From an optimization exercise on the open Yosys and OpenROAD flow, aimed at small area, a short achievable clock period and few clock cycles; shortcuts taken in it are not production practice. In this exercise RTL edits were held to simulation tests only and were not proved equivalent to the original. The clock port is modelled as an ideal driver; clocking choices that lean on that would not hold on a real chip. Power figures rest on the tool's default switching activity, not on a simulated workload.

`flow/config.mk`:
```
export PLATFORM = sky130hd
export DESIGN_NAME = FinalCPU
export DESIGN_NICKNAME = FinalCPU
export VERILOG_FILES = /design/flow/design.v
export SDC_FILE = /design/flow/constraint.sdc
export NUM_CORES = 8
export LEC_CHECK = 0
export CAP_MARGIN = 20
export CORE_MARGIN = 2
export CORE_UTILIZATION = 55
export CTS_CLUSTER_DIAMETER = 80
export CTS_CLUSTER_SIZE = 24
export SETUP_SLACK_MARGIN = 5
export SLEW_MARGIN = 20
export SYNTH_HIERARCHICAL = 1
export SYNTH_MINIMUM_KEEP_SIZE = 0
export TNS_END_PERCENT = 0
```
`flow/constraint.sdc`:
```
create_clock -name core_clock -period 8.0 [get_ports {clk}]
set_input_delay 1.6000 -clock core_clock [delete_from_list [all_inputs] [get_ports {clk}]]
set_output_delay 1.6000 -clock core_clock [all_outputs]
set_load 0.01 [all_outputs]
```
`flow/design.v`:
```
module ALU_AddSub(
	output [31:0] sum,
	input  [31:0] a_reg,	 
	input  [31:0] b_reg,
	input  [31:0] wb,	 
	input         fa_next,	 
	input         fb_next,
	input         sub,
	input         clk
);
	wire [31:0] na, nbx, p, g;
	wire [31:0] bx_reg = b_reg ^ {32{sub}};
	wire [31:0] bx_wb = wb ^ {32{sub}};
	genvar i, l;
	generate
		for (i = 0; i < 32; i = i + 8) begin : fwd
			Fwd_Mux8 ma(.y(na[i+7:i]), .a0(a_reg[i+7:i]), .a1(wb[i+7:i]), .s_next(fa_next), .clk(clk));
			Fwd_Mux8 mb(.y(nbx[i+7:i]), .a0(bx_reg[i+7:i]), .a1(bx_wb[i+7:i]), .s_next(fb_next), .clk(clk));
		end
	endgenerate
	generate
		for (i = 0; i < 32; i = i + 1) begin : pg
			g_xor2 gpp(.a(na[i]), .b(nbx[i]), .y(p[i]));	 
			g_nor2 ggg(.a(na[i]), .b(nbx[i]), .y(g[i]));	 
		end
	endgenerate
	wire [31:0] G [0:5];
	wire [31:0] P [0:5];
	wire g0c;
	g_aoi21 gc0(.a(p[0]), .b(sub), .c(g[0]), .y(g0c));	 
	g_inv   gc1(.a(g0c), .y(G[0][0]));
	assign G[0][31:1] = g[31:1];
	assign P[0] = p;
	generate
		for (l = 1; l <= 5; l = l + 1) begin : lv
			for (i = 0; i < 32; i = i + 1) begin : nd
				if (i < (1 << (l - 1))) begin : done
					g_inv gi(.a(G[l-1][i]), .y(G[l][i]));
					assign P[l][i] = 1'b0;
				end
				else if (l % 2 == 1) begin : inv
					g_aoi21 gg(.a(P[l-1][i]), .b(G[l-1][i-(1<<(l-1))]), .c(G[l-1][i]), .y(G[l][i]));
					if (i >= (1 << l)) begin : pp
						g_nand2 gp(.a(P[l-1][i]), .b(P[l-1][i-(1<<(l-1))]), .y(P[l][i]));
					end
					else begin : np
						assign P[l][i] = 1'b0;
					end
				end
				else begin : pos
					g_oai21 gg(.a(P[l-1][i]), .b(G[l-1][i-(1<<(l-1))]), .c(G[l-1][i]), .y(G[l][i]));
					if (i >= (1 << l)) begin : pp
						g_nor2 gp(.a(P[l-1][i]), .b(P[l-1][i-(1<<(l-1))]), .y(P[l][i]));
					end
					else begin : np
						assign P[l][i] = 1'b0;
					end
				end
			end
		end
	endgenerate
	g_xor2 gs0(.a(p[0]), .b(sub), .y(sum[0]));
	generate
		for (i = 1; i < 32; i = i + 1) begin : s
			g_xnor2 gs(.a(p[i]), .b(G[5][i-1]), .y(sum[i]));
		end
	endgenerate
endmodule
module ALU_Shr(
	output [31:0] y,
	input  [31:0] na,
	input  [4:0]  sh
);
	wire [31:0] x [0:5];
	assign x[0] = na;
	wire [4:0] nsh = ~sh;
	genvar i, l;
	generate
		for (l = 0; l < 5; l = l + 1) begin : lv
			for (i = 0; i < 32; i = i + 1) begin : b
				if (i + (1 << l) < 32) begin : m
					g_mux2i gm(.a0(x[l][i]), .a1(x[l][i + (1 << l)]), .s(sh[l]), .y(x[l+1][i]));
				end
				else if (l % 2 == 0) begin : f1
					g_nor2 gf(.a(x[l][i]), .b(sh[l]), .y(x[l+1][i]));
				end
				else begin : f0
					g_nand2 gf(.a(x[l][i]), .b(nsh[l]), .y(x[l+1][i]));
				end
			end
		end
	endgenerate
	assign y = x[5];
endmodule
module ALU_ResBit(
	output y,
	input  as, input sum,
	input  orr, input orv,
	input  srl, input shf,
	input  l0, input q0,
	input  l1, input q1,
	input  l2, input q2,
	input  l3, input q3
);
	wire n0, n1, n2, n3;
	g_aoi22 g0(.a(as), .b(sum), .c(orr), .d(orv), .y(n0));
	g_aoi22 g1(.a(srl), .b(shf), .c(l0), .d(q0), .y(n1));
	g_aoi22 g2(.a(l1), .b(q1), .c(l2), .d(q2), .y(n2));
	g_nand2 g3(.a(l3), .b(q3), .y(n3));
	g_nand4 g4(.a(n0), .b(n1), .c(n2), .d(n3), .y(y));
endmodule
module DM(
	output [7:0]  q0,
	output [7:0]  q1,
	output [7:0]  q2,
	output [7:0]  q3,
	output [3:0]  oh,
	input  [31:0] nwrite_data,	 
	input         base_fwd_next,	 
	input  [6:0]  base_reg,	 
	input  [6:0]  base_wb,	 
	input  [1:0]  nbase_lo,	 
	input  [6:0]  off0,
	input  [6:0]  off1,
	input  [6:0]  off2,
	input  [6:0]  off3,
	input         mem_write,
	input         clk
);
	wire [1:0] o = ~nbase_lo + off3[1:0];
	assign oh = 4'b0001 << o;
	wire [31:0] wd = ~nwrite_data;
	reg [7:0] d0, d1, d2, d3;
	always @(*) begin
		case (o)
			2'd0: {d0, d1, d2, d3} = wd;
			2'd1: {d1, d2, d3, d0} = wd;
			2'd2: {d2, d3, d0, d1} = wd;
			default: {d3, d0, d1, d2} = wd;
		endcase
	end
	DM_Bank b0(.q(q0), .fwd_next(base_fwd_next), .base_reg(base_reg), .base_wb(base_wb), .off(off0), .d(d0), .we(mem_write), .clk(clk));
	DM_Bank b1(.q(q1), .fwd_next(base_fwd_next), .base_reg(base_reg), .base_wb(base_wb), .off(off1), .d(d1), .we(mem_write), .clk(clk));
	DM_Bank b2(.q(q2), .fwd_next(base_fwd_next), .base_reg(base_reg), .base_wb(base_wb), .off(off2), .d(d2), .we(mem_write), .clk(clk));
	DM_Bank b3(.q(q3), .fwd_next(base_fwd_next), .base_reg(base_reg), .base_wb(base_wb), .off(off3), .d(d3), .we(mem_write), .clk(clk));
endmodule
module DM_Bank(
	output [7:0] q,
	input        fwd_next,
	input  [6:0] base_reg,
	input  [6:0] base_wb,
	input  [6:0] off,	 
	input  [7:0] d,
	input        we,
	input        clk
);
	reg fwd;
	always @(posedge clk) fwd <= fwd_next;
	wire [6:0] nbase;
	genvar m;
	generate
		for (m = 0; m < 7; m = m + 1) begin : bm
			g_mux2i g(.a0(base_reg[m]), .a1(base_wb[m]), .s(fwd), .y(nbase[m]));
		end
	endgenerate
	wire [31:0] sel;
	DM_RowSel rowsel(.sel(sel), .nbase(nbase), .off(off));
	reg [7:0] M [0:31];
	integer i;
	always @(posedge clk) begin
		for (i = 0; i < 32; i = i + 1)
			if (we && sel[i]) M[i] <= d;
	end
	genvar j, k;
	generate
		for (j = 0; j < 8; j = j + 1) begin : bits
			wire [31:0] col;
			for (k = 0; k < 32; k = k + 1) begin : rows
				assign col[k] = M[k][j];
			end
			g_ao32 rd(.sel(sel), .d(col), .y(q[j]));
		end
	endgenerate
endmodule
module DM_RowSel(
	output [31:0] sel,
	input  [6:0]  nbase,
	input  [6:0]  off
);
	wire [4:0] nu = nbase[6:2];
	wire [4:0] v  = off[6:2];
	wire [4:0] nv = ~off[6:2];
	wire c = (~nbase[1] & off[1]) | ((~nbase[1] | off[1]) & ~nbase[0] & off[0]);
	wire [4:0] p, t0a, t1a, t0b, t1b;
	genvar j, k;
	generate
		for (j = 0; j < 5; j = j + 1) begin : bits
			g_xnor2 gp(.a(nu[j]), .b(v[j]), .y(p[j]));
			if (j == 0) begin : b0
				g_xor2  g1(.a(p[0]), .b(c), .y(t1a[0]));
				g_xnor2 g0(.a(p[0]), .b(c), .y(t0a[0]));
				assign t1b[0] = t1a[0];
				assign t0b[0] = t0a[0];
			end
			else begin : bn
				wire ca, cb;
				g_nand2 gca(.a(nu[j-1]), .b(nv[j-1]), .y(ca));
				g_nor2  gcb(.a(nu[j-1]), .b(nv[j-1]), .y(cb));
				g_xor2  g1a(.a(p[j]), .b(ca), .y(t1a[j]));
				g_xnor2 g0a(.a(p[j]), .b(ca), .y(t0a[j]));
				g_xor2  g1b(.a(p[j]), .b(cb), .y(t1b[j]));
				g_xnor2 g0b(.a(p[j]), .b(cb), .y(t0b[j]));
			end
		end
		for (k = 0; k < 32; k = k + 1) begin : rows
			wire [4:0] t;
			for (j = 0; j < 5; j = j + 1) begin : tb
				if (j == 0 || ((k >> (j - 1)) & 1) == 0)
					assign t[j] = ((k >> j) & 1) ? t1a[j] : t0a[j];
				else
					assign t[j] = ((k >> j) & 1) ? t1b[j] : t0b[j];
			end
			wire n012, n34;
			g_nand3 ga(.a(t[0]), .b(t[1]), .c(t[2]), .y(n012));
			g_nand2 gb(.a(t[3]), .b(t[4]), .y(n34));
			g_nor2  gc(.a(n012), .b(n34), .y(sel[k]));
		end
	endgenerate
endmodule
module g_aoi22(input a, input b, input c, input d, output y);
	assign y = ~((a & b) | (c & d));
endmodule
module g_aoi222(input a, input b, input c, input d, input e, input f, output y);
	assign y = ~((a & b) | (c & d) | (e & f));
endmodule
module g_aoi21(input a, input b, input c, output y);
	assign y = ~((a & b) | c);
endmodule
module g_oai21(input a, input b, input c, output y);
	assign y = ~((a | b) & c);
endmodule
module g_nand2(input a, input b, output y);
	assign y = ~(a & b);
endmodule
module g_nand3(input a, input b, input c, output y);
	assign y = ~(a & b & c);
endmodule
module g_nand4(input a, input b, input c, input d, output y);
	assign y = ~(a & b & c & d);
endmodule
module g_nor2(input a, input b, output y);
	assign y = ~(a | b);
endmodule
module g_xor2(input a, input b, output y);
	assign y = a ^ b;
endmodule
module g_xnor2(input a, input b, output y);
	assign y = ~(a ^ b);
endmodule
module g_inv(input a, output y);
	assign y = ~a;
endmodule
module g_mux2i(input a0, input a1, input s, output y);
	assign y = ~(s ? a1 : a0);
endmodule
module g_ao32(input [31:0] sel, input [31:0] d, output y);
	wire [15:0] n1;
	wire [3:0]  n2;
	wire [1:0]  n3;
	genvar i;
	generate
		for (i = 0; i < 16; i = i + 1) begin : l1
			g_aoi22 g(.a(sel[2*i]), .b(d[2*i]), .c(sel[2*i+1]), .d(d[2*i+1]), .y(n1[i]));
		end
		for (i = 0; i < 4; i = i + 1) begin : l2
			g_nand4 g(.a(n1[4*i]), .b(n1[4*i+1]), .c(n1[4*i+2]), .d(n1[4*i+3]), .y(n2[i]));
		end
		for (i = 0; i < 2; i = i + 1) begin : l3
			g_nor2 g(.a(n2[2*i]), .b(n2[2*i+1]), .y(n3[i]));
		end
	endgenerate
	g_nand2 l4(.a(n3[0]), .b(n3[1]), .y(y));
endmodule
module g_ao31(input [31:1] sel, input [31:1] d, input en, input nz, output y);
	wire [10:0] n1;
	wire [2:0]  n2;
	wire [1:0]  n3;
	genvar i;
	generate
		for (i = 0; i < 10; i = i + 1) begin : l1
			g_aoi222 g(.a(sel[3*i+1]), .b(d[3*i+1]), .c(sel[3*i+2]), .d(d[3*i+2]),
				.e(sel[3*i+3]), .f(d[3*i+3]), .y(n1[i]));
		end
	endgenerate
	g_nand2 l1x(.a(sel[31]), .b(d[31]), .y(n1[10]));
	g_nand4 l2a(.a(n1[0]), .b(n1[1]), .c(n1[2]), .d(n1[3]), .y(n2[0]));
	g_nand4 l2b(.a(n1[4]), .b(n1[5]), .c(n1[6]), .d(n1[7]), .y(n2[1]));
	g_nand3 l2c(.a(n1[8]), .b(n1[9]), .c(n1[10]), .y(n2[2]));
	g_aoi22 l3a(.a(n2[0]), .b(en), .c(n2[1]), .d(en), .y(n3[0]));
	g_nand2 l3b(.a(n2[2]), .b(en), .y(n3[1]));
	g_nand3 l4(.a(n3[0]), .b(n3[1]), .c(nz), .y(y));
endmodule
module RF(
	output [31:0] src_data,
	output [31:0] tar_data,	 
	input  [4:0]  src_addr,
	input  [4:0]  tar_addr,
	input         tar_use,
	input  [31:0] tar_alt,
	input  [4:0]  dst_addr,
	input  [31:0] dst_data,
	input         reg_write,	 
	input         clk
);
	reg [31:0] R [1:31];
	integer i;
	always @(posedge clk) begin
		for (i = 1; i < 32; i = i + 1)
			if (reg_write && dst_addr == i) R[i] <= dst_data;
	end
	wire [31:1] ssel, tsel;
	RF_Dec dec_s(.a(src_addr), .sel(ssel));
	RF_Dec dec_t(.a(tar_addr), .sel(tsel));
	wire byp_s = reg_write && (dst_addr == src_addr);
	wire byp_t = reg_write && (dst_addr == tar_addr);
	wire en_s = !byp_s;
	wire en_t = tar_use && !byp_t;
	wire [31:0] nz_s = ~({32{byp_s}} & dst_data);
	wire [31:0] nz_t = ~(({32{tar_use && byp_t}} & dst_data) | ({32{!tar_use}} & tar_alt));
	genvar j, k;
	generate
		for (j = 0; j < 32; j = j + 1) begin : bits
			wire [31:1] col;
			for (k = 1; k < 32; k = k + 1) begin : regs
				assign col[k] = R[k][j];
			end
			g_ao31 rs(.sel(ssel), .d(col), .en(en_s), .nz(nz_s[j]), .y(src_data[j]));
			g_ao31 rt(.sel(tsel), .d(col), .en(en_t), .nz(nz_t[j]), .y(tar_data[j]));
		end
	endgenerate
endmodule
module RF_Dec(input [4:0] a, output [31:1] sel);
	genvar k;
	generate
		for (k = 1; k < 32; k = k + 1) begin : d
			assign sel[k] = (a == k);
		end
	endgenerate
endmodule
module FinalCPU(
	output	wire	[31:0]	imem_addr,
	output	wire			wb_valid,
	output	wire	[4:0]	wb_addr,
	output	wire	[31:0]	wb_data,
	input	wire	[31:0]	imem_data,
	input	wire			rst,
	input	wire			clk
);
	reg [29:0] pc;
	always @(posedge clk) begin
		if (rst) pc <= 30'd0;
		else     pc <= pc + 30'd1;
	end
	assign imem_addr = {pc, 2'b00};
	reg [31:0] ir;
	reg        d_valid;
	always @(posedge clk) begin
		ir      <= imem_data;
		d_valid <= !rst;
	end
	wire [5:0] op    = ir[31:26];
	wire [4:0] rs    = ir[25:21];
	wire [4:0] rt    = ir[20:16];
	wire [4:0] rd    = ir[15:11];
	wire [4:0] shamt = ir[10:6];
	wire [5:0] fn    = ir[5:0];
	wire [15:0] imm  = ir[15:0];
	wire is_r    = (op == 6'h00);
	wire is_addi = (op == 6'h0C);
	wire is_subi = (op == 6'h0D);
	wire is_sw   = (op == 6'h10);
	wire is_lw   = (op == 6'h11);
	wire f_add = is_r && (fn == 6'h0B);
	wire f_sub = is_r && (fn == 6'h0D);
	wire f_or  = is_r && (fn == 6'h25);
	wire f_srl = is_r && (fn == 6'h02);
	wire [4:0] d_dst = is_r ? rd : rt;
	wire d_wen = d_valid && (is_r || is_addi || is_subi || is_lw) && (d_dst != 5'd0);
	wire d_use_rt = is_r || is_sw;
	reg [31:0] e_a, e_b;
	reg [4:0]  e_shamt;
	reg [6:0]  e_off0, e_off1, e_off2, e_off3;
	reg        e_addsub, e_sub, e_or, e_srl, e_ld;
	reg        e_wen, e_sw;
	reg [4:0]  e_dst;
	wire        w_wen;
	wire [4:0]  w_dst;
	wire [31:0] w_data;
	wire [31:0] rs_val, rt_val;	 
	RF Register_File(
		.src_data(rs_val),
		.tar_data(rt_val),
		.src_addr(rs),
		.tar_addr(rt),
		.tar_use(d_use_rt),
		.tar_alt({{16{imm[15]}}, imm}),
		.dst_addr(w_dst),
		.dst_data(w_data),
		.reg_write(w_wen),
		.clk(clk)
	);
	always @(posedge clk) begin
		e_a     <= rs_val;
		e_b     <= rt_val;
		e_shamt <= shamt;
		e_off0  <= imm[6:0] + 7'd3;
		e_off1  <= imm[6:0] + 7'd2;
		e_off2  <= imm[6:0] + 7'd1;
		e_off3  <= imm[6:0];
		e_addsub <= f_add || f_sub || is_addi || is_subi;
		e_sub   <= f_sub || is_subi;
		e_or    <= f_or;
		e_srl   <= f_srl;
		e_ld    <= is_lw;
		e_dst   <= d_dst;
		if (rst) begin
			e_wen <= 1'b0;
			e_sw  <= 1'b0;
		end
		else begin
			e_wen <= d_wen;
			e_sw  <= d_valid && is_sw;
		end
	end
	wire [31:0] w_fwd;
	wire [31:0] result;
	wire [31:0] na, nb;
	wire d_fa = e_wen && (e_dst == rs);
	wire d_fb = d_use_rt && e_wen && (e_dst == rt);
	genvar i;
	generate
		for (i = 0; i < 32; i = i + 8) begin : fwd
			Fwd_Mux8 ma(.y(na[i+7:i]), .a0(e_a[i+7:i]), .a1(w_fwd[i+7:i]), .s_next(d_fa), .clk(clk));
			Fwd_Mux8 mb(.y(nb[i+7:i]), .a0(e_b[i+7:i]), .a1(w_fwd[i+7:i]), .s_next(d_fb), .clk(clk));
		end
	endgenerate
	wire [31:0] sum, srl, orv;
	ALU_AddSub adder(
		.sum(sum),
		.a_reg(e_a),
		.b_reg(e_b),
		.wb(w_fwd),
		.fa_next(d_fa),
		.fb_next(d_fb),
		.sub(e_sub),
		.clk(clk)
	);
	ALU_Shr shifter(.y(srl), .na(na), .sh(e_shamt));
	generate
		for (i = 0; i < 32; i = i + 1) begin : orb
			g_nand2 go(.a(na[i]), .b(nb[i]), .y(orv[i]));	 
		end
	endgenerate
	wire [7:0] q [0:3];
	wire [3:0] oh;
	DM Data_Memory(
		.base_fwd_next(d_fa),
		.base_reg(e_a[6:0]),
		.base_wb(w_fwd[6:0]),
		.nbase_lo(na[1:0]),
		.q0(q[0]),
		.q1(q[1]),
		.q2(q[2]),
		.q3(q[3]),
		.oh(oh),
		.nwrite_data(nb),
		.off0(e_off0),
		.off1(e_off1),
		.off2(e_off2),
		.off3(e_off3),
		.mem_write(e_sw),
		.clk(clk)
	);
	wire [3:0] l = {4{e_ld}} & oh;
	generate
		for (i = 0; i < 32; i = i + 1) begin : res
			localparam integer K = 3 - i / 8;
			ALU_ResBit rb(
				.y(result[i]),
				.as(e_addsub), .sum(sum[i]),
				.orr(e_or), .orv(orv[i]),
				.srl(e_srl), .shf(srl[i]),
				.l0(l[0]), .q0(q[(0 + K) % 4][i % 8]),
				.l1(l[1]), .q1(q[(1 + K) % 4][i % 8]),
				.l2(l[2]), .q2(q[(2 + K) % 4][i % 8]),
				.l3(l[3]), .q3(q[(3 + K) % 4][i % 8])
			);
		end
	endgenerate
	Fwd_Reg Forward_Register(.q(w_fwd), .d(result), .clk(clk));
	Out_Reg Output_Register(
		.wb_valid(w_wen),
		.wb_addr(w_dst),
		.wb_data(w_data),
		.valid_in(!rst && e_wen),
		.addr_in(e_dst),
		.data_in(result),
		.clk(clk)
	);
	assign wb_valid = w_wen;
	assign wb_addr  = w_dst;
	assign wb_data  = w_data;
endmodule
module Out_Reg(
	output reg        wb_valid,
	output reg [4:0]  wb_addr,
	output reg [31:0] wb_data,
	input             valid_in,
	input      [4:0]  addr_in,
	input      [31:0] data_in,
	input             clk
);
	always @(posedge clk) begin
		wb_valid <= valid_in;
		wb_addr  <= addr_in;
		wb_data  <= data_in;
	end
endmodule
module Fwd_Reg(
	output reg [31:0] q,
	input      [31:0] d,
	input             clk
);
	always @(posedge clk) q <= d;
endmodule
module Fwd_Mux8(
	output [7:0] y,
	input  [7:0] a0,
	input  [7:0] a1,
	input        s_next,
	input        clk
);
	reg s;
	always @(posedge clk) s <= s_next;
	genvar i;
	generate
		for (i = 0; i < 8; i = i + 1) begin : m
			g_mux2i g(.a0(a0[i]), .a1(a1[i]), .s(s), .y(y[i]));
		end
	endgenerate
endmodule
```
`flow/flow/run.sh`:
```
#!/bin/bash
# Layout flow: the standard flow with two extra steps, run through ORFS's
# step hooks:
#  - before floorplanning (flow/downsize.tcl): each combinational cell goes
#    back to its smallest size; timing repair then upsizes where needed;
#  - at the end of global routing (flow/post_grt.tcl): a second timing repair
#    of all endpoints within 0.15 ns of the worst.
# Each step's full output goes to a log file here.
set -euo pipefail
W=$(pwd)
bash standard.sh synth > synth.log 2>&1
bash standard.sh floorplan PRE_FLOORPLAN_TCL="$W/flow/downsize.tcl" > floorplan.log 2>&1
bash standard.sh grt POST_GLOBAL_ROUTE_TCL="$W/flow/post_grt.tcl" > grt.log 2>&1
bash standard.sh finish > layout.log 2>&1
test -f out/final.def
```
`flow/flow/downsize.tcl`:
```
# Swap each combinational cell (not buffers, inverters or flip-flops) for the
# smallest-area cell of the same function and footprint family. Synthesis maps
# the small gate modules of this design one at a time and sizes each for an
# assumed load; the timing repair that follows upsizes where timing needs it.
set swapped 0
set saved 0.0
foreach inst [get_cells *] {
  set lc [get_lib_cells -of_objects $inst]
  set name [get_name $lc]
  if {![regexp {^sky130_fd_sc_hd__([a-z0-9]+)_([0-9]+)$} $name -> base drive]} { continue }
  if {[regexp {^(df|edf|sdf|dl|sdl|buf|inv|clk|conb|tap|fill|decap|dly|probe|lpflow|ebuf|einv|bufinv|bufbuf|macro|diode)} $base]} { continue }
  set best $lc
  set best_area [get_property $lc area]
  foreach cand [get_lib_cells sky130_fd_sc_hd__${base}_*] {
    if {![regexp "^sky130_fd_sc_hd__${base}_\[0-9\]+\$" [get_name $cand]]} { continue }
    if {[get_property $cand dont_use]} { continue }
    set a [get_property $cand area]
    if {$a < $best_area} { set best $cand; set best_area $a }
  }
  if {$best ne $lc} {
    set saved [expr {$saved + [get_property $lc area] - $best_area}]
    replace_cell $inst $best
    incr swapped
  }
}
puts "downsize: swapped $swapped cells, saved [format %.1f $saved] um2"
```
`flow/flow/post_grt.tcl`:
```
# After ORFS's own repair at global routing: repair every endpoint whose slack
# is within 0.15 ns of the worst, so that the near-critical paths (which the
# repair of the single worst path leaves as they are) get some margin before
# detailed routing changes the parasitics. Then re-route the changed nets and
# rewrite the route guides, as global_route.tcl does.
estimate_parasitics -global_routing
set wns [worst_slack -max]
set margin [expr {$wns + 0.15}]
puts "post_grt: worst slack $wns, repairing endpoints below [format %.3f $margin]"
repair_timing -setup -setup_margin $margin -repair_tns 100 -match_cell_footprint -verbose
global_route -start_incremental
detailed_placement
global_route -end_incremental -congestion_report_file $::env(REPORTS_DIR)/congestion_post_grt_hook.rpt
estimate_parasitics -global_routing
puts "post_grt: worst slack now [worst_slack -max]"
write_guides $::env(RESULTS_DIR)/route.guide
```
`flow/standard.sh`:
```
#!/bin/bash
# synth_recipe.tcl (not shown) runs the flow's synth.tcl, then flattens the netlist and writes it again
# the make line also repeats each setting of config.mk as NAME=value (left out here)
make -C /OpenROAD-flow-scripts/flow DESIGN_CONFIG=/design/flow/config.mk WORK_HOME=/design/flow/orfs CLKGATE_MAP_FILE= SYNTH_SCRIPT=/design/flow/synth_recipe.tcl "${@:-finish}"
```
==> impl_metrics.ini, run 1 <==
[run_status]
status = finished clean

[worst_setup_path]
slowest_stage = a22oi_1
crit_buf_inv = 3
crit_chain = buf_8 -> nand3b_1 -> buf_12 -> nor2_4 -> buf_6 -> a222oi_1 -> nand4_1 -> a22oi_1 -> nand3_1
path_delay_family = compound AO/OA/AOI/OAI gates
worstSetupEndpointType = flip-flop
cp_slowest_stage_delay_ns = 1.00
r2r_cells = 9
cp-start-kind = flip-flop
required_ns = 8.63
path_max_fanout = 32
crit_cells = 9
crit_type = flip-flop to flip-flop
cp.arrival_ns = 4.18

[timing]
fmax_mhz = 282
fin_crit_sh_pct = 44.3
finalSetupViolations = 0
tightest_slew_ns = 1.20
skew_ns = 0.0467
relSlewSlack_pct = 20.3
hold_viol_final = 0
slew_violations = 0
setup_tns_ns = 0
fin_crit_ns = 3.55

[drt]
routed_wl_mm = 359
vias = 68200
ant_nets = 0
drt-wirelength-per-cell_um = 38.8
drcViolationCount = 0
via_per_inst = 7.35
drtPass1Iterations = 13
first_iter_violations = 13500

[clock_network]
clkSinkCount = 2275
clk_path_buf_depth = 3
cts_tree = yes
root_buffer = clkbuf_16
ctsHoldBuffers = 0
post_cts_buffers = 61
cts_made_buffers = 119
worstSkewPairLatency_ns = 0.84
cts_resized = 650
cts.reportedPaths.clkPinSlew_ns = 0.11
cts_max_level = 3

[global_route]
grt_max_degree = 80
track_usage_pct = 38.8
gr-total-overflow = 0
antenna_found_initial = 37
grt_pass1_wl_mm = 473
grt_pass1_vias = 61200

[place]
place_congestion = 1.07
dpl.hpwl_mm = 205
portBuffers = 101

[cells_and_area]
multi_input_area_um2 = 32600
fill_cells = 11700
mostFrequentLayoutCell = edfxtp_1
mostFrequentLayoutCells = 2016 x edfxtp_1, 640 x a222oi_1, 479 x a22oi_1
drive_gt1_share_pct = 24.0
seq_area_um2 = 66000
nets = 6964

[floorplanning]
die_area_um2 = 173000
start_util_pct = 55.3
boundaryPins = 104
rows = 151
die_x_um = 416
coreArea_um2 = 169000
die_h_um = 416

[min_path]
worstHoldPathType = flip-flop to flip-flop
holdPathStages = 0

[power_and_ir_drop]
finalPower_mw = 27.3
ir_worst_vdd_mv = 0.235
power.density_nw_per_um2 = 242
power.leakage_nw = 36.3

[logic_synthesis]
synth_cells = 6284
synth_warnings = 17

[flow_run]
drv_cap = 0
worst register-to-register path: stages (launching register included):
cell and delay (ns):
dfxtp_4 0.44, buf_8 0.17, nand3b_1 0.17, buf_12 0.13
nor2_4 0.04, buf_6 0.22, a222oi_1 0.54, nand4_1 0.34
a22oi_1 1.00, nand3_1 0.30
area by class of cell:
class                           count  area share [%]
Clock buffer                      167            2.95
Timing Repair Buffer              581            6.34
Multi-Input combinational cell   3880            28.9
Tap cell                         2218            2.46
Inverter                           65           0.216
Clock inverter                     51           0.537
Antenna cell                       33          0.0732
Sequential cell                  2275            58.6
power by group:
part,internal (mW),total [mW],switching (mW)
clock,3.17,7.17,4.00
sequential,13.4,13.6,0.170
combinational,1.90,6.47,4.57
total,18.5,27.3,8.75
per-stage QoR:
| stage | cells | utilization (%) | worst slack (ns) | hold slack (ns) | instance area, um2 |
|---|---|---|---|---|---|
| after floorplan | 6285 | - | 4.66 | 0.324 | 93500 |
| after global placement | 8683 | 58.3 | 3.86 | 0.337 | 98600 |
| after detailed placement | 8683 | 58.3 | 3.83 | 0.336 | 98600 |
| after CTS | 8995 | 62.7 | 4.72 | 0.351 | 106000 |
| final | 9270 | 66.7 | 4.45 | 0.350 | 113000 |
sequential cells by signal, indices dropped and copies added, names as in the netlist, 5 cells and up:
register and flops:
e_dst 5, Output_Register.wb_addr 5, e_b 32, Data_Memory.b0.M 256, Forward_Register.q 32, Data_Memory.b1.M 256
e_off1 6, e_a 32, ir 32, e_off0 6, Output_Register.wb_data 32, pc 30
e_off3 6, Data_Memory.b2.M 256, Data_Memory.b3.M 256, e_off2 7, e_shamt 5, Register_File.R 992
routing by layer:
metal | routed length [um] | GRT usage (%)
met5 | 213 | 0
met4 | 27900 | 21.3
met3 | 47600 | 11.2
met2 | 157000 | 58.0
met1 | 127000 | 51.2
worst paths after layout:
check	startpoint	end	slack (ns)
min	ir[7]	e_shamt[1]	0.35
min reg2reg	ir[7]	e_shamt[1]	0.35
max	ir[21]	e_a[23]	4.45
max reg2reg	ir[21]	e_a[23]	4.45
Testbench counts, summed over its fixed seeds: cycles 4,616.
==> run 2: changes to the inputs <==
--- a/flow/design.v
+++ b/flow/design.v
@@ -5,23 +5,18 @@
 	input  [31:0] wb,	 
 	input         fa_next,	 
 	input         fb_next,
-	input         sub,
+	input         sub_next,	 
 	input         clk
 );
-	wire [31:0] na, nbx, p, g;
-	wire [31:0] bx_reg = b_reg ^ {32{sub}};
-	wire [31:0] bx_wb = wb ^ {32{sub}};
+	wire [31:0] p, g;
+	wire [3:0] subq;
+	wire sub = subq[0];
 	genvar i, l;
 	generate
-		for (i = 0; i < 32; i = i + 8) begin : fwd
-			Fwd_Mux8 ma(.y(na[i+7:i]), .a0(a_reg[i+7:i]), .a1(wb[i+7:i]), .s_next(fa_next), .clk(clk));
-			Fwd_Mux8 mb(.y(nbx[i+7:i]), .a0(bx_reg[i+7:i]), .a1(bx_wb[i+7:i]), .s_next(fb_next), .clk(clk));
-		end
-	endgenerate
-	generate
-		for (i = 0; i < 32; i = i + 1) begin : pg
-			g_xor2 gpp(.a(na[i]), .b(nbx[i]), .y(p[i]));	 
-			g_nor2 ggg(.a(na[i]), .b(nbx[i]), .y(g[i]));	 
+		for (i = 0; i < 32; i = i + 8) begin : in8
+			AddSub_In8 u(.p(p[i+7:i]), .g(g[i+7:i]), .sub(subq[i/8]),
+				.a_reg(a_reg[i+7:i]), .b_reg(b_reg[i+7:i]), .wb(wb[i+7:i]),
+				.fa_next(fa_next), .fb_next(fb_next), .sub_next(sub_next), .clk(clk));
 		end
 	endgenerate
 	wire [31:0] G [0:5];
@@ -109,6 +104,38 @@
 	g_nand2 g3(.a(l3), .b(q3), .y(n3));
 	g_nand4 g4(.a(n0), .b(n1), .c(n2), .d(n3), .y(y));
 endmodule
+module AddSub_In8(
+	output [7:0] p,
+	output [7:0] g,
+	output       sub,
+	input  [7:0] a_reg,
+	input  [7:0] b_reg,
+	input  [7:0] wb,
+	input        fa_next,
+	input        fb_next,
+	input        sub_next,
+	input        clk
+);
+	reg fa, fb, s;
+	always @(posedge clk) begin
+		fa <= fa_next;
+		fb <= fb_next;
+		s  <= sub_next;
+	end
+	assign sub = s;
+	wire [7:0] na, nbx;
+	wire [7:0] bx_reg = b_reg ^ {8{s}};
+	wire [7:0] bx_wb = wb ^ {8{s}};
+	genvar i;
+	generate
+		for (i = 0; i < 8; i = i + 1) begin : b
+			g_mux2i ma(.a0(a_reg[i]), .a1(wb[i]), .s(fa), .y(na[i]));
+			g_mux2i mb(.a0(bx_reg[i]), .a1(bx_wb[i]), .s(fb), .y(nbx[i]));
+			g_xor2 gp(.a(na[i]), .b(nbx[i]), .y(p[i]));
+			g_nor2 gg(.a(na[i]), .b(nbx[i]), .y(g[i]));
+		end
+	endgenerate
+endmodule
 module DM(
 	output [7:0]  q0,
 	output [7:0]  q1,
@@ -305,6 +332,10 @@
 	output [31:0] tar_data,	 
 	input  [4:0]  src_addr,
 	input  [4:0]  tar_addr,
+	input  [3:0]  src_lo,	 
+	input  [7:0]  src_hi,
+	input  [3:0]  tar_lo,
+	input  [7:0]  tar_hi,
 	input         tar_use,
 	input  [31:0] tar_alt,
 	input  [4:0]  dst_addr,
@@ -319,8 +350,8 @@
 			if (reg_write && dst_addr == i) R[i] <= dst_data;
 	end
 	wire [31:1] ssel, tsel;
-	RF_Dec dec_s(.a(src_addr), .sel(ssel));
-	RF_Dec dec_t(.a(tar_addr), .sel(tsel));
+	RF_Dec dec_s(.lo(src_lo), .hi(src_hi), .sel(ssel));
+	RF_Dec dec_t(.lo(tar_lo), .hi(tar_hi), .sel(tsel));
 	wire byp_s = reg_write && (dst_addr == src_addr);
 	wire byp_t = reg_write && (dst_addr == tar_addr);
 	wire en_s = !byp_s;
@@ -339,11 +370,11 @@
 		end
 	endgenerate
 endmodule
-module RF_Dec(input [4:0] a, output [31:1] sel);
+module RF_Dec(input [3:0] lo, input [7:0] hi, output [31:1] sel);
 	genvar k;
 	generate
 		for (k = 1; k < 32; k = k + 1) begin : d
-			assign sel[k] = (a == k);
+			assign sel[k] = lo[k % 4] & hi[k / 4];
 		end
 	endgenerate
 endmodule
@@ -364,9 +395,15 @@
 	assign imem_addr = {pc, 2'b00};
 	reg [31:0] ir;
 	reg        d_valid;
+	reg [3:0]  rs_lo, rt_lo;
+	reg [7:0]  rs_hi, rt_hi;
 	always @(posedge clk) begin
 		ir      <= imem_data;
 		d_valid <= !rst;
+		rs_lo   <= 4'b0001 << imem_data[22:21];
+		rs_hi   <= 8'b00000001 << imem_data[25:23];
+		rt_lo   <= 4'b0001 << imem_data[17:16];
+		rt_hi   <= 8'b00000001 << imem_data[20:18];
 	end
 	wire [5:0] op    = ir[31:26];
 	wire [4:0] rs    = ir[25:21];
@@ -390,18 +427,22 @@
 	reg [31:0] e_a, e_b;
 	reg [4:0]  e_shamt;
 	reg [6:0]  e_off0, e_off1, e_off2, e_off3;
-	reg        e_addsub, e_sub, e_or, e_srl, e_ld;
+	reg        e_addsub, e_or, e_srl, e_ld;
 	reg        e_wen, e_sw;
 	reg [4:0]  e_dst;
-	wire        w_wen;
-	wire [4:0]  w_dst;
-	wire [31:0] w_data;
+	reg        w_wen;
+	reg [4:0]  w_dst;
+	reg [31:0] w_data;
 	wire [31:0] rs_val, rt_val;	 
 	RF Register_File(
 		.src_data(rs_val),
 		.tar_data(rt_val),
 		.src_addr(rs),
 		.tar_addr(rt),
+		.src_lo(rs_lo),
+		.src_hi(rs_hi),
+		.tar_lo(rt_lo),
+		.tar_hi(rt_hi),
 		.tar_use(d_use_rt),
 		.tar_alt({{16{imm[15]}}, imm}),
 		.dst_addr(w_dst),
@@ -418,7 +459,6 @@
 		e_off2  <= imm[6:0] + 7'd1;
 		e_off3  <= imm[6:0];
 		e_addsub <= f_add || f_sub || is_addi || is_subi;
-		e_sub   <= f_sub || is_subi;
 		e_or    <= f_or;
 		e_srl   <= f_srl;
 		e_ld    <= is_lw;
@@ -452,7 +492,7 @@
 		.wb(w_fwd),
 		.fa_next(d_fa),
 		.fb_next(d_fb),
-		.sub(e_sub),
+		.sub_next(f_sub || is_subi),
 		.clk(clk)
 	);
 	ALU_Shr shifter(.y(srl), .na(na), .sh(e_shamt));
@@ -498,18 +538,21 @@
 		end
 	endgenerate
 	Fwd_Reg Forward_Register(.q(w_fwd), .d(result), .clk(clk));
+	always @(posedge clk) begin
+		w_data <= result;
+		w_dst  <= e_dst;
+		if (rst) w_wen <= 1'b0;
+		else     w_wen <= e_wen;
+	end
 	Out_Reg Output_Register(
-		.wb_valid(w_wen),
-		.wb_addr(w_dst),
-		.wb_data(w_data),
+		.wb_valid(wb_valid),
+		.wb_addr(wb_addr),
+		.wb_data(wb_data),
 		.valid_in(!rst && e_wen),
 		.addr_in(e_dst),
 		.data_in(result),
 		.clk(clk)
 	);
-	assign wb_valid = w_wen;
-	assign wb_addr  = w_dst;
-	assign wb_data  = w_data;
 endmodule
 module Out_Reg(
 	output reg        wb_valid,
==> flow/flow/run.sh (replaced) <==
#!/bin/bash
# Layout flow: the standard flow with three extra steps, run through
# ORFS's step hooks:
#  - before floorplanning (flow/downsize.tcl): each combinational cell goes
#    back to its smallest size; timing repair then upsizes where needed;
#  - before clock-tree synthesis (flow/io_buffers.tcl): the port buffers get a
#    plain buffer cell;
#  - at the end of global routing (flow/post_grt.tcl): a second timing repair
#    of all endpoints within 0.15 ns of the worst.
# Each step's full output goes to a log file here.
set -euo pipefail
W=$(pwd)
bash standard.sh synth > synth.log 2>&1
bash standard.sh floorplan PRE_FLOORPLAN_TCL="$W/flow/downsize.tcl" > floorplan.log 2>&1
bash standard.sh place > place.log 2>&1
bash standard.sh cts PRE_CTS_TCL="$W/flow/io_buffers.tcl" > cts.log 2>&1
bash standard.sh grt POST_GLOBAL_ROUTE_TCL="$W/flow/post_grt.tcl" > grt.log 2>&1
bash standard.sh finish > layout.log 2>&1
test -f out/final.def
==> flow/flow/io_buffers.tcl (new file) <==
# Give every port buffer (the cells ORFS inserts between each input or output
# port and the logic) a plain buffer cell, sky130_fd_sc_hd__buf_4, in place of
# the delay cells it sometimes ends up with; the next legalization places
# them.
set n 0
foreach bterm [[ord::get_db_block] getBTerms] {
  if {[$bterm getName] eq "clk"} { continue }
  set net [$bterm getNet]
  if {$net eq "NULL"} { continue }
  set io [$bterm getIoType]
  foreach iterm [$net getITerms] {
    if {($io eq "INPUT" && [$iterm isInputSignal]) || ($io eq "OUTPUT" && [$iterm isOutputSignal])} {
      set inst [$iterm getInst]
      set lc [[$inst getMaster] getName]
      if {[regexp {^sky130_fd_sc_hd__(clkdlybuf|dlygate|buf_1$|buf_2$|clkbuf)} $lc]} {
        replace_cell [get_cells [$inst getName]] sky130_fd_sc_hd__buf_4
        incr n
      }
    }
  }
}
puts "io_buffers: replaced $n port buffers"
==> impl_metrics.ini, run 2 <==
[run_status]
status = finished clean

[floorplanning]
start_util_pct = 55.3
die_h_um = 419
die_x_um = 419
coreArea_um2 = 172000
die_area_um2 = 176000
boundaryPins = 104
rows = 152

[clock_network]
clkSinkCount = 2340
cts_tree = yes
cts.reportedPaths.clkPinSlew_ns = 0.10
post_cts_buffers = 22
worstSkewPairLatency_ns = 0.84
cts_made_buffers = 118
ctsHoldBuffers = 0
cts_resized = 446

[timing]
tightest_slew_ns = 1.21
setup_slack_ns = 4.66
setup_tns_ns = 0
fin_crit_ns = 3.34
hold_viol_final = 0
finalSetupViolations = 0
fmax_mhz = 300
slew_violations = 0
skew_ns = 0.0415
relSlewSlack_pct = 19.3
fin_crit_sh_pct = 41.7

[worst_setup_path]
cp.arrival_ns = 3.98
r2r_slack_ns = 4.66
r2r_start = rt_lo[2]
path_max_fanout = 32
worstSetupEndpointType = flip-flop
crit_type = flip-flop to flip-flop
r2r_end = e_b[3]
required_ns = 8.64
r2r_cells = 5
cp-start-kind = flip-flop

[place]
placedCellCount = 8852
place_congestion = 1.03
portBuffers = 101
pre_cts_ws_ns = 3.40
dpl.hpwl_mm = 205

[drt]
routed_wl_mm = 329
drcViolationCount = 0
drt-wirelength-per-cell_um = 35.9
vias = 65500
via_per_inst = 7.15
first_iter_violations = 12300
ant_nets = 0
drtPass1Iterations = 12

[power_and_ir_drop]
power.leakage_nw = 34.4
finalPower_mw = 27.0
ir_worst_vdd_mv = 0.224
power.density_nw_per_um2 = 251

[logic_synthesis]
netlist_area_um2 = 94900
synth_warnings = 18
synth.avg_cell_area_um2 = 14.9
synth_cells = 6348

[global_route]
grt_pass1_wl_mm = 454
grt_max_degree = 70
track_usage_pct = 36.4
antenna_found_initial = 11
grt_pass1_vias = 61700
gr-total-overflow = 0

[cells_and_area]
regMostFlops = Register_File.R
fill_cells = 12800
fin_util_pct = 62.7
finalNonFillerCells = 9152
mostFrequentLayoutCells = 2016 x edfxtp_1, 640 x a222oi_1, 566 x a22oi_1
largest_register_ffs = 992
nets = 6769
drive_gt1_share_pct = 16.3
synthToLayoutAreaGrowth_pct = 13.4
mostFrequentLayoutCell = edfxtp_1

[min_path]
worstHoldPathType = flip-flop to flip-flop
hold_path_end = e_shamt[3]
hp-start = ir[9]
holdPathStages = 0

[flow_run]
drv_cap = 0
==> run 2: worst max-delay path, cell delays in order (launching register included) <==
cell,delay [ns]
dfxtp_1,0.53
and2_2,0.64
a222oi_1,0.49
nand4_1,0.36
a22oi_1,0.94
nand3_1,0.16
==> run 2: final cells by class <==
cell class	count	area [um2]	share of cell area (%)
Timing Repair Buffer	319	2670	2.48
Multi-Input combinational cell	3882	30800	28.6
Inverter	66	248	0.230
Antenna cell	12	30.0	0.0279
Clock buffer	182	3360	3.13
Clock inverter	41	552	0.513
Sequential cell	2340	67100	62.3
Tap cell	2310	2890	2.69
==> run 2: metal layers <==
metal	vias up	GRT usage, %	share of wire [%]
li1	27500	-	-
met1	32800	51.1	38
met2	4570	53.2	44
met3	607	9.65	13
met4	4	16.7	5.2
met5	-	0	0.0067
==> run 2: stage by stage <==
stage               hold slack, ns  instance area, um2
finish                       0.373              108000
global placement             0.342               99800
floorplan                    0.324               94900
detailed placement           0.350               99800
CTS                          0.364              106000
==> run 2: report_power, final <==
| group | internal [mW] | switching (mW) |
|---|---|---|
| Combinational | 1.55 | 4.27 |
| Clock | 3.25 | 3.97 |
| Sequential | 13.8 | 0.178 |
==> run 2: worst max path at each step <==
stage / startpoint / to / slack (ns) / cells after the start
CTS: Data_Memory.b1.fwd / Forward_Register.q[27] / 4.78 / 13
finish: rt_lo[2] / e_b[3] / 4.66 / 5
detailed placement: Data_Memory.b3.fwd / Forward_Register.q[11] / 3.40 / 11
global placement: Data_Memory.b3.fwd / Forward_Register.q[11] / 3.51 / 11
floorplan: e_shamt[0] / Data_Memory.b3.M[2][0] / 4.66 / 5
Testbench counts of run 2, summed over its fixed seeds: cycles 4,616.
==> run 3: changes to the inputs <==
--- a/flow/config.mk
+++ b/flow/config.mk
@@ -11,7 +11,7 @@
 export CTS_CLUSTER_DIAMETER = 80
 export CTS_CLUSTER_SIZE = 24
 export SETUP_SLACK_MARGIN = 5
-export SLEW_MARGIN = 20
+export SLEW_MARGIN = 75
 export SYNTH_HIERARCHICAL = 1
 export SYNTH_MINIMUM_KEEP_SIZE = 0
 export TNS_END_PERCENT = 0
==> impl_metrics.ini, run 3 <==
[floorplanning]
die_x_um = 419
die_h_um = 419
coreArea_um2 = 172000
die_area_um2 = 176000
rows = 152
boundaryPins = 104
start_util_pct = 55.3

[drt]
drcViolationCount = 0
first_iter_violations = 12600
via_per_inst = 7.13
vias = 66800
drtPass1Iterations = 11
routed_wl_mm = 333
ant_nets = 0
drt-wirelength-per-cell_um = 35.5

[cells_and_area]
fin_util_pct = 66.1
mostFrequentLayoutCells = 2016 x edfxtp_1, 640 x a222oi_1, 472 x a22oi_1
regMostFlops = Register_File.R
largest_register_ffs = 992
mostFrequentLayoutCell = edfxtp_1
synthToLayoutAreaGrowth_pct = 19.5
nets = 7001
finalNonFillerCells = 9374
drive_gt1_share_pct = 25.5

[clock_network]
cts_resized = 264
worstSkewPairLatency_ns = 0.84
cts_tree = yes
cts_made_buffers = 118
clkSinkCount = 2340
post_cts_buffers = 25
cts.reportedPaths.clkPinSlew_ns = 0.10
ctsHoldBuffers = 0

[power_and_ir_drop]
p_int_mw = 18.9
p_switching_mw = 8.77
p_sw_share_pct = 31.7
clkPwrFrac_pct = 25.7
power.density_nw_per_um2 = 244
sequentialPowerShare_pct = 50.5
finalPower_mw = 27.7
ir_worst_vdd_mv = 0.252
comb_power_share_pct = 23.8
power.leakage_nw = 36.5

[min_path]
holdPathStages = 0
hold_path_end = e_shamt[4]
worstHoldPathType = flip-flop to flip-flop
hp-start = ir[10]

[worst_setup_path]
crit_chain = buf_12 -> mux2i_4 -> xnor2_2 -> buf_2 -> buf_2 -> xor2_4 -> nand3_2 -> nor2_4 -> a22oi_2 -> nand4_1 -> nor2_4 -> nand2_4 -> a22oi_1 -> nand4_1
r2r_end = w_data[7]
crit_type = flip-flop to flip-flop
required_ns = 8.61
cp.arrival_ns = 3.89
path_max_fanout = 9
slowest_stage = dfxtp_4
cp_slowest_stage_delay_ns = 0.39
r2r_cells = 14
r2r_slack_ns = 4.72
r2r_start = Data_Memory.b1.fwd
cp-start-kind = flip-flop
worstSetupEndpointType = flip-flop

[logic_synthesis]
synth.avg_cell_area_um2 = 14.9
netlist_area_um2 = 94900
synth_warnings = 18
synth_cells = 6348

[timing]
fin_crit_ns = 3.28
fmax_mhz = 305
setup_tns_ns = 0
fin_crit_sh_pct = 41.0
relSlewSlack_pct = 67.5
hold_viol_final = 0
finalSetupViolations = 0
skew_ns = 0.0460
tightest_slew_ns = 0.478
slew_violations = 0

[global_route]
grt_max_degree = 53
grt_pass1_wl_mm = 459
track_usage_pct = 36.8
antenna_found_initial = 5
gr-total-overflow = 0
grt_pass1_vias = 63100

[place]
place_congestion = 1.03
dpl.hpwl_mm = 213
portBuffers = 101
placedCellCount = 9040

[flow_run]
drv_cap = 0

[run_status]
status = finished clean
-- run 3: worst max-delay path: cells and delay by family, from the launching register on --
family	cells	cell delay, ns
flops	1	0.39
buf+inv	3	0.50
xor+xnor	2	0.33
simple gates	6	1.13
mux	1	0.33
compound gates	2	0.38
-- run 3: worst max path at each step --
stage,endpoint,cells past startpoint,startpoint,slack (ns)
floorplan,Data_Memory.b3.M[2][0],5,e_shamt[0],4.66
global placement,Forward_Register.q[11],11,Data_Memory.b3.fwd,3.51
detailed placement,w_data[15],14,Data_Memory.b2.fwd,4.16
CTS,w_data[11],16,Data_Memory.b3.fwd,4.82
finish,w_data[7],14,Data_Memory.b1.fwd,4.72
-- run 3: cell type report --
type / instances / area (um2)
flip-flops and latches: 2340 / 67200
fillers: 12100 / 58100
multi-input cells: 3886 / 33500
repair buffers: 547 / 5700
clock buffers: 180 / 3340
well taps: 2310 / 2890
clock inverters: 40 / 531
inverters: 66 / 248
diodes: 5 / 12.5
-- run 3: routing by layer --
| metal | part of all wire [%] | vias up | global-route usage [%] |
|---|---|---|---|
| li1 | - | 27900 | - |
| met1 | 38 | 33700 | 51.1 |
| met2 | 44 | 4576 | 53.8 |
| met3 | 13 | 698 | 10.2 |
| met4 | 5.7 | 0 | 17.7 |
| met5 | 0 | - | 0 |
-- run 3: stage by stage --
| stage | cell area, um2 | hold WS [ns] | setup slack [ns] |
|---|---|---|---|
| after floorplan | 94900 | 0.324 | 4.66 |
| after global placement | 99800 | 0.342 | 3.51 |
| after detailed placement | 106000 | 0.347 | 4.16 |
| after CTS | 111000 | 0.361 | 4.82 |
| final | 113000 | 0.361 | 4.72 |
-- run 3: power groups by stage --
| stage | Sequential, mW | Combinational, mW | Clock [mW] |
|---|---|---|---|
| 2_1_floorplan | 14.2 | 2.47 | 0 |
| 3_3_place_gp | 14.2 | 4.60 | 0 |
| 3_5_place_dp | 14.2 | 5.50 | 0 |
| 4_1_cts | 14.0 | 5.94 | 7.17 |
| 6_report | 14.0 | 6.59 | 7.13 |
==> run 4: changes to the inputs <==
--- a/flow/config.mk
+++ b/flow/config.mk
@@ -5,13 +5,13 @@
 export SDC_FILE = /design/flow/constraint.sdc
 export NUM_CORES = 8
 export LEC_CHECK = 0
-export CAP_MARGIN = 20
+export CAP_MARGIN = 50
 export CORE_MARGIN = 2
 export CORE_UTILIZATION = 55
 export CTS_CLUSTER_DIAMETER = 80
 export CTS_CLUSTER_SIZE = 24
 export SETUP_SLACK_MARGIN = 5
-export SLEW_MARGIN = 75
+export SLEW_MARGIN = 65
 export SYNTH_HIERARCHICAL = 1
 export SYNTH_MINIMUM_KEEP_SIZE = 0
 export TNS_END_PERCENT = 0
==> impl_metrics.ini, run 4 <==
[worst_setup_path]
path_delay_family = simple AND/OR/NAND/NOR gates
cp_slowest_stage_delay_ns = 0.45
path_max_fanout = 9
r2r_slack_ns = 4.78
crit_chain = mux2i_1 -> nor2b_1 -> maj3_2 -> xor2_4 -> clkbuf_16 -> nand3_2 -> nor2_4 -> a22oi_2 -> nand4_1 -> nor2_4 -> nand2_4 -> a22oi_2 -> nand4_1
cp-start-kind = flip-flop
required_ns = 8.66
cp.arrival_ns = 3.88
worstSetupEndpointType = flip-flop
slowest_stage = dfxtp_4
crit_type = flip-flop to flip-flop
crit_buf_inv = 1

[run_status]
status = finished clean

[drt]
drt-wirelength-per-cell_um = 35.8
routed_wl_mm = 330
ant_nets = 0
drtPass1Iterations = 13
first_iter_violations = 12800
drcViolationCount = 0
via_per_inst = 7.16
vias = 65900

[logic_synthesis]
synth_cells = 6348
synth.avg_cell_area_um2 = 14.9
netlist_area_um2 = 94900
synth_warnings = 18

[timing]
skew_ns = 0.0446
fin_crit_ns = 3.22
relSlewSlack_pct = 61.2
tightest_slew_ns = 0.566
slew_violations = 0
setup_slack_ns = 4.78
fin_crit_sh_pct = 40.3
setup_tns_ns = 0
finalSetupViolations = 0
fmax_mhz = 311
hold_viol_final = 0

[flow_run]
drv_cap = 0

[cells_and_area]
fin_util_pct = 63.7
fill_cells = 12600
nets = 6809
mostFrequentLayoutCell = edfxtp_1
largest_register_ffs = 992
regMostFlops = Register_File.R
mostFrequentLayoutCells = 2016 x edfxtp_1, 640 x a222oi_1, 514 x a22oi_1
synthToLayoutAreaGrowth_pct = 15.2
drive_gt1_share_pct = 18.7
final_cell_area_um2 = 109000

[floorplanning]
coreArea_um2 = 172000
rows = 152
boundaryPins = 104
die_h_um = 419
die_x_um = 419
start_util_pct = 55.3
die_area_um2 = 176000

[place]
dpl.hpwl_mm = 207
place_congestion = 1.03
pre_cts_ws_ns = 4.01
placed_cell_area_um2 = 102000
portBuffers = 101

[clock_network]
clkSinkCount = 2340
post_cts_buffers = 25
cts_made_buffers = 120
cts_resized = 234
cts_tree = yes
ctsHoldBuffers = 0
cts.reportedPaths.clkPinSlew_ns = 0.10
worstSkewPairLatency_ns = 0.83

[global_route]
antenna_found_initial = 12
gr-total-overflow = 0
grt_pass1_wl_mm = 457
grt_pass1_vias = 62100
grt_max_degree = 70
track_usage_pct = 36.7

[min_path]
worstHoldPathType = flip-flop to flip-flop

[power_and_ir_drop]
power.density_nw_per_um2 = 250
finalPower_mw = 27.3
ir_worst_vdd_mv = 0.219
power.leakage_nw = 35.1
==> run 4: path summary, 6_finish.rpt <==
path                           start    endpoint  cells after the start
setup / recovery  Data_Memory.b1.fwd  w_data[27]                     13
hold / removal                 ir[7]  e_shamt[1]                      0
setup reg to reg  Data_Memory.b1.fwd  w_data[27]                     13
hold reg to reg                ir[7]  e_shamt[1]                      0
==> run 4: routing by layer <==
layer	track usage [%]	wire, um	share of wire (%)	up-vias
met1	51.9	127000	39	33200
met2	53.0	143000	43	4446
met3	9.50	41600	13	680
met5	0	37	0.011	-
li1	-	-	-	27600
met4	17.6	17800	5.4	6
==> run 4: per-stage QoR <==
step,cells,hold WS (ns)
6_report,9195,0.369
4_1_cts,9143,0.366
3_5_place_dp,8886,0.350
3_3_place_gp,8852,0.342
2_1_floorplan,6349,0.324
==> run 4: layout make-up <==
cell class	count	area, um2	share of cell area [%]
Sequential cell	2340	67100	61.4
Multi-Input combinational cell	3882	31400	28.7
Clock buffer	184	3510	3.21
Timing Repair Buffer	357	3460	3.16
Tap cell	2310	2890	2.65
Clock inverter	44	583	0.534
Inverter	66	248	0.227
Antenna cell	12	30.0	0.0275
==> run 4: report_power, final <==
part	switching (mW)	internal (mW)
Sequential	0.174	13.8
Combinational	4.34	1.66
Clock	3.99	3.36
Total	8.50	18.8
==> run 5: changes to the inputs <==
--- a/flow/config.mk
+++ b/flow/config.mk
@@ -5,7 +5,7 @@
 export SDC_FILE = /design/flow/constraint.sdc
 export NUM_CORES = 8
 export LEC_CHECK = 0
-export CAP_MARGIN = 50
+export CAP_MARGIN = 20
 export CORE_MARGIN = 2
 export CORE_UTILIZATION = 55
 export CTS_CLUSTER_DIAMETER = 80
==> impl_metrics.ini, run 5 <==
[run_status]
status = finished clean

[clock_network]
cts.reportedPaths.clkPinSlew_ns = 0.10
post_cts_buffers = 25
ctsHoldBuffers = 0
cts_tree = yes
clkSinkCount = 2340
cts_resized = 234
worstSkewPairLatency_ns = 0.83
cts_made_buffers = 120

[timing]
skew_ns = 0.0446
fin_crit_ns = 3.22
finalSetupViolations = 0
slew_violations = 0
relSlewSlack_pct = 61.2
fin_crit_sh_pct = 40.3
hold_viol_final = 0
tightest_slew_ns = 0.566
setup_tns_ns = 0
fmax_mhz = 311

[drt]
routed_wl_mm = 330
drtPass1Iterations = 13
first_iter_violations = 12800
drt-wirelength-per-cell_um = 35.8
vias = 65900
ant_nets = 0
via_per_inst = 7.16
drcViolationCount = 0

[place]
place_congestion = 1.03
portBuffers = 101
placedCellCount = 8886
dpl.hpwl_mm = 207

[power_and_ir_drop]
p_switching_mw = 8.50
comb_power_share_pct = 22.0
p_sw_share_pct = 31.1
power.leakage_nw = 35.1
finalPower_mw = 27.3
sequentialPowerShare_pct = 51.1
power.density_nw_per_um2 = 250
ir_worst_vdd_mv = 0.219
p_int_mw = 18.8
clkPwrFrac_pct = 26.9

[global_route]
grt_max_degree = 70
grt_pass1_vias = 62100
antenna_found_initial = 12
gr-total-overflow = 0
track_usage_pct = 36.7
grt_pass1_wl_mm = 457

[floorplanning]
boundaryPins = 104
coreArea_um2 = 172000
die_area_um2 = 176000
die_x_um = 419
die_h_um = 419
start_util_pct = 55.3
rows = 152

[flow_run]
drv_cap = 0

[cells_and_area]
nets = 6809
regMostFlops = Register_File.R
finalNonFillerCells = 9195
synthToLayoutAreaGrowth_pct = 15.2
mostFrequentLayoutCell = edfxtp_1
drive_gt1_share_pct = 18.7
mostFrequentLayoutCells = 2016 x edfxtp_1, 640 x a222oi_1, 514 x a22oi_1
largest_register_ffs = 992
fin_util_pct = 63.7

[worst_setup_path]
path_delay_family = simple AND/OR/NAND/NOR gates
r2r_start = Data_Memory.b1.fwd
cp_slowest_stage_delay_ns = 0.45
worstSetupEndpointType = flip-flop
path_max_fanout = 9
startpoint = Data_Memory.b1.fwd
crit_chain = mux2i_1 -> nor2b_1 -> maj3_2 -> xor2_4 -> clkbuf_16 -> nand3_2 -> nor2_4 -> a22oi_2 -> nand4_1 -> nor2_4 -> nand2_4 -> a22oi_2 -> nand4_1
crit_type = flip-flop to flip-flop
cp-start-kind = flip-flop
required_ns = 8.66
slowest_stage = dfxtp_4
cp.arrival_ns = 3.88
crit_buf_inv = 1

[min_path]
hp-start = ir[7]
worstHoldPathType = flip-flop to flip-flop

[logic_synthesis]
synth_warnings = 18
synth.avg_cell_area_um2 = 14.9
netlist_area_um2 = 94900
synth_cells = 6348
[run 5: routing by layer]
layer  track usage [%]  vias to the layer above  share of wire [%]
met5                 0                        -              0.011
met3              9.50                      680                 13
li1                  -                    27600                  -
met1              51.9                    33200                 39
met4              17.6                        6                5.4
met2              53.0                     4446                 43
[run 5: area by class of cell]
cell class	count	area [um2]
diodes	12	30.0
repair buffers	357	3460
inverters	66	248
flip-flops and latches	2340	67100
clock inverters	44	583
fillers	12600	62300
multi-input cells	3882	31400
clock buffers	184	3510
well taps	2310	2890
[run 5: worst paths after layout]
check / to / slack (ns) / cells after the start
setup / recovery: w_data[27] / 4.78 / 13
setup reg to reg: w_data[27] / 4.78 / 13
hold reg to reg: e_shamt[1] / 0.37 / 0
hold / removal: e_shamt[1] / 0.37 / 0
[run 5: per-stage QoR]
step / setup WS, ns / cell area (um2) / hold WS, ns
6_report: 4.78 / 109000 / 0.369
3_5_place_dp: 4.01 / 102000 / 0.350
3_3_place_gp: 3.51 / 99800 / 0.342
4_1_cts: 4.82 / 107000 / 0.366
2_1_floorplan: 4.66 / 94900 / 0.324
[run 5: power groups by stage]
stage          clock, mW  sequential (mW)  combinational (mW)
2_1_floorplan          0             14.2                2.47
3_3_place_gp           0             14.2                4.60
3_5_place_dp           0             14.2                4.97
4_1_cts             7.38             14.0                5.44
6_report            7.35             14.0                6.00
==> run 6: changes to the inputs <==
--- a/flow/config.mk
+++ b/flow/config.mk
@@ -11,7 +11,7 @@
 export CTS_CLUSTER_DIAMETER = 80
 export CTS_CLUSTER_SIZE = 24
 export SETUP_SLACK_MARGIN = 5
-export SLEW_MARGIN = 65
+export SLEW_MARGIN = 55
 export SYNTH_HIERARCHICAL = 1
 export SYNTH_MINIMUM_KEEP_SIZE = 0
 export TNS_END_PERCENT = 0
==> impl_metrics.ini, run 6 <==
[place]
placedCellCount = 8879
place_congestion = 1.03
portBuffers = 101
dpl.hpwl_mm = 205

[logic_synthesis]
synth_warnings = 18
synth.avg_cell_area_um2 = 14.9
netlist_area_um2 = 94900
synth_cells = 6348

[floorplanning]
coreArea_um2 = 172000
boundaryPins = 104
die_h_um = 419
die_x_um = 419
start_util_pct = 55.3
rows = 152
die_area_um2 = 176000

[cells_and_area]
regMostFlops = Register_File.R
seq_area_um2 = 67100
mostFrequentLayoutCells = 2016 x edfxtp_1, 640 x a222oi_1, 548 x a22oi_1
fill_cells = 12700
largest_register_ffs = 992
nets = 6789
finalNonFillerCells = 9163
synthToLayoutAreaGrowth_pct = 14.0
fin_util_pct = 63.0
mostFrequentLayoutCell = edfxtp_1
multi_input_area_um2 = 31000
drive_gt1_share_pct = 17.5

[worst_setup_path]
path_max_fanout = 9
cp.arrival_ns = 3.96
r2r_start = Data_Memory.b1.fwd
crit_end = Output_Register.wb_data[7]
startpoint = Data_Memory.b1.fwd
r2r_end = Output_Register.wb_data[7]
worstSetupEndpointType = flip-flop
crit_type = flip-flop to flip-flop
required_ns = 8.60
r2r_slack_ns = 4.63
cp-start-kind = flip-flop
r2r_cells = 16

[global_route]
antenna_found_initial = 9
gr-total-overflow = 0
grt_max_degree = 70
grt_pass1_wl_mm = 456
track_usage_pct = 36.5
grt_pass1_vias = 62100

[timing]
setup_tns_ns = 0
fin_crit_ns = 3.37
finalSetupViolations = 0
skew_ns = 0.0466
slew_violations = 0
hold_viol_final = 0
fmax_mhz = 297
relSlewSlack_pct = 47.7
tightest_slew_ns = 0.763
fin_crit_sh_pct = 42.1

[drt]
drtPass1Iterations = 13
ant_nets = 0
routed_wl_mm = 328
first_iter_violations = 12100
via_per_inst = 7.15
vias = 65600
drt-wirelength-per-cell_um = 35.8
drcViolationCount = 0

[power_and_ir_drop]
ir_worst_vdd_mv = 0.213
power.leakage_nw = 34.6
power.density_nw_per_um2 = 251

[min_path]
worstHoldPathType = flip-flop to flip-flop

[clock_network]
cts.reportedPaths.clkPinSlew_ns = 0.10
cts_made_buffers = 118
cts_resized = 328
cts_tree = yes
ctsHoldBuffers = 0
post_cts_buffers = 26
clkSinkCount = 2340
worstSkewPairLatency_ns = 0.84

[run_status]
status = finished clean

[flow_run]
drv_cap = 0
==> run 6: how the worst min path moves through the flow <==
stage	cells past startpoint	slack (ns)	endpoint	startpoint
finish	0	0.36	e_shamt[1]	ir[7]
global placement	0	0.34	e_shamt[4]	ir[10]
floorplan	0	0.32	e_shamt[1]	ir[7]
detailed placement	0	0.35	e_shamt[4]	ir[10]
CTS	0	0.36	e_shamt[1]	ir[7]
==> run 6: worst max-delay path: stages (launching register included) <==
cell and delay [ns]:
dfxtp_4 0.40, buf_6 0.13, buf_12 0.11, mux2i_4 0.18, buf_12 0.16, xnor2_4 0.14
buf_12 0.15, xnor2_1 0.14, buf_4 0.22, nand3_1 0.11, nor2_2 0.10, a22oi_1 0.22
nand4_1 0.29, nor2_2 0.23, nand2_4 0.12, a22oi_1 0.17, nand4_1 0.27
==> run 6: cell type report <==
cell class / instances / area share [%]
well taps: 2310 / 2.67
clock buffers: 176 / 3.21
diodes: 8 / 0.0185
inverters: 66 / 0.229
repair buffers: 340 / 2.62
flip-flops and latches: 2340 / 62.1
clock inverters: 42 / 0.492
multi-input cells: 3881 / 28.7
==> run 6: per-stage QoR <==
| stage | area (um2) | power (mW) | hold slack (ns) | worst slack, ns |
|---|---|---|---|---|
| after detailed placement | 101000 | 19.0 | 0.348 | 3.71 |
| after floorplan | 94900 | 16.7 | 0.324 | 4.66 |
| after CTS | 106000 | 26.5 | 0.365 | 4.81 |
| final | 108000 | 27.1 | 0.362 | 4.63 |
| after global placement | 99800 | 18.8 | 0.342 | 3.51 |
==> run 6: power by group <==
part / switching (mW) / internal [mW] / leakage [nW]
Clock: 3.95 / 3.32 / 1.95
Sequential: 0.177 / 13.8 / 21.4
Combinational: 4.31 / 1.59 / 11.3
==> run 6: routing by layer <==
layer / vias to the layer above / wire [um] / global-route usage [%]
li1: 27500 / - / -
met3: 670 / 42600 / 10.2
met4: 4 / 18200 / 16.8
met1: 33000 / 125000 / 51.2
met2: 4414 / 142000 / 53.2
met5: - / 22 / 0

-- static timing again, ports no longer ideal --
Ports are ideal in the flow. The routed layouts listed here were re-timed in OpenROAD.
Step 1 sets driving cells, clkbuf_16 on the clock port and buf_2 on the other inputs (assumed; they add their load-dependent delay and slew).
Step 2, shift: input delay + t, output delay - t, t = (earliest + latest rising clock arrival at the registers) / 2. This alone moves slack from input paths to output paths.
Slacks: ideal / step 1 / step 2; pairs: ideal / step 1.
run	t (ns)	setup WS [ns]	latest minus earliest clock arrival (ns)	worst register clock-pin slew, ns
run 1	0.907	4.453 / 4.453 / 4.453	0.048 / 0.048	0.11 / 0.11
run 2	0.913	4.662 / 4.662 / 4.662	0.044 / 0.045	0.10 / 0.10
run 3	0.904	4.721 / 4.721 / 4.721	0.056 / 0.056	0.10 / 0.10
run 4	0.898	4.780 / 4.780 / 4.780	0.051 / 0.050	0.10 / 0.10
run 5	0.898	4.780 / 4.780 / 4.780	0.051 / 0.050	0.10 / 0.10
run 6	0.911	4.632 / 4.632 / 4.632	0.050 / 0.049	0.10 / 0.10
After both steps every run listed still meets setup and hold.
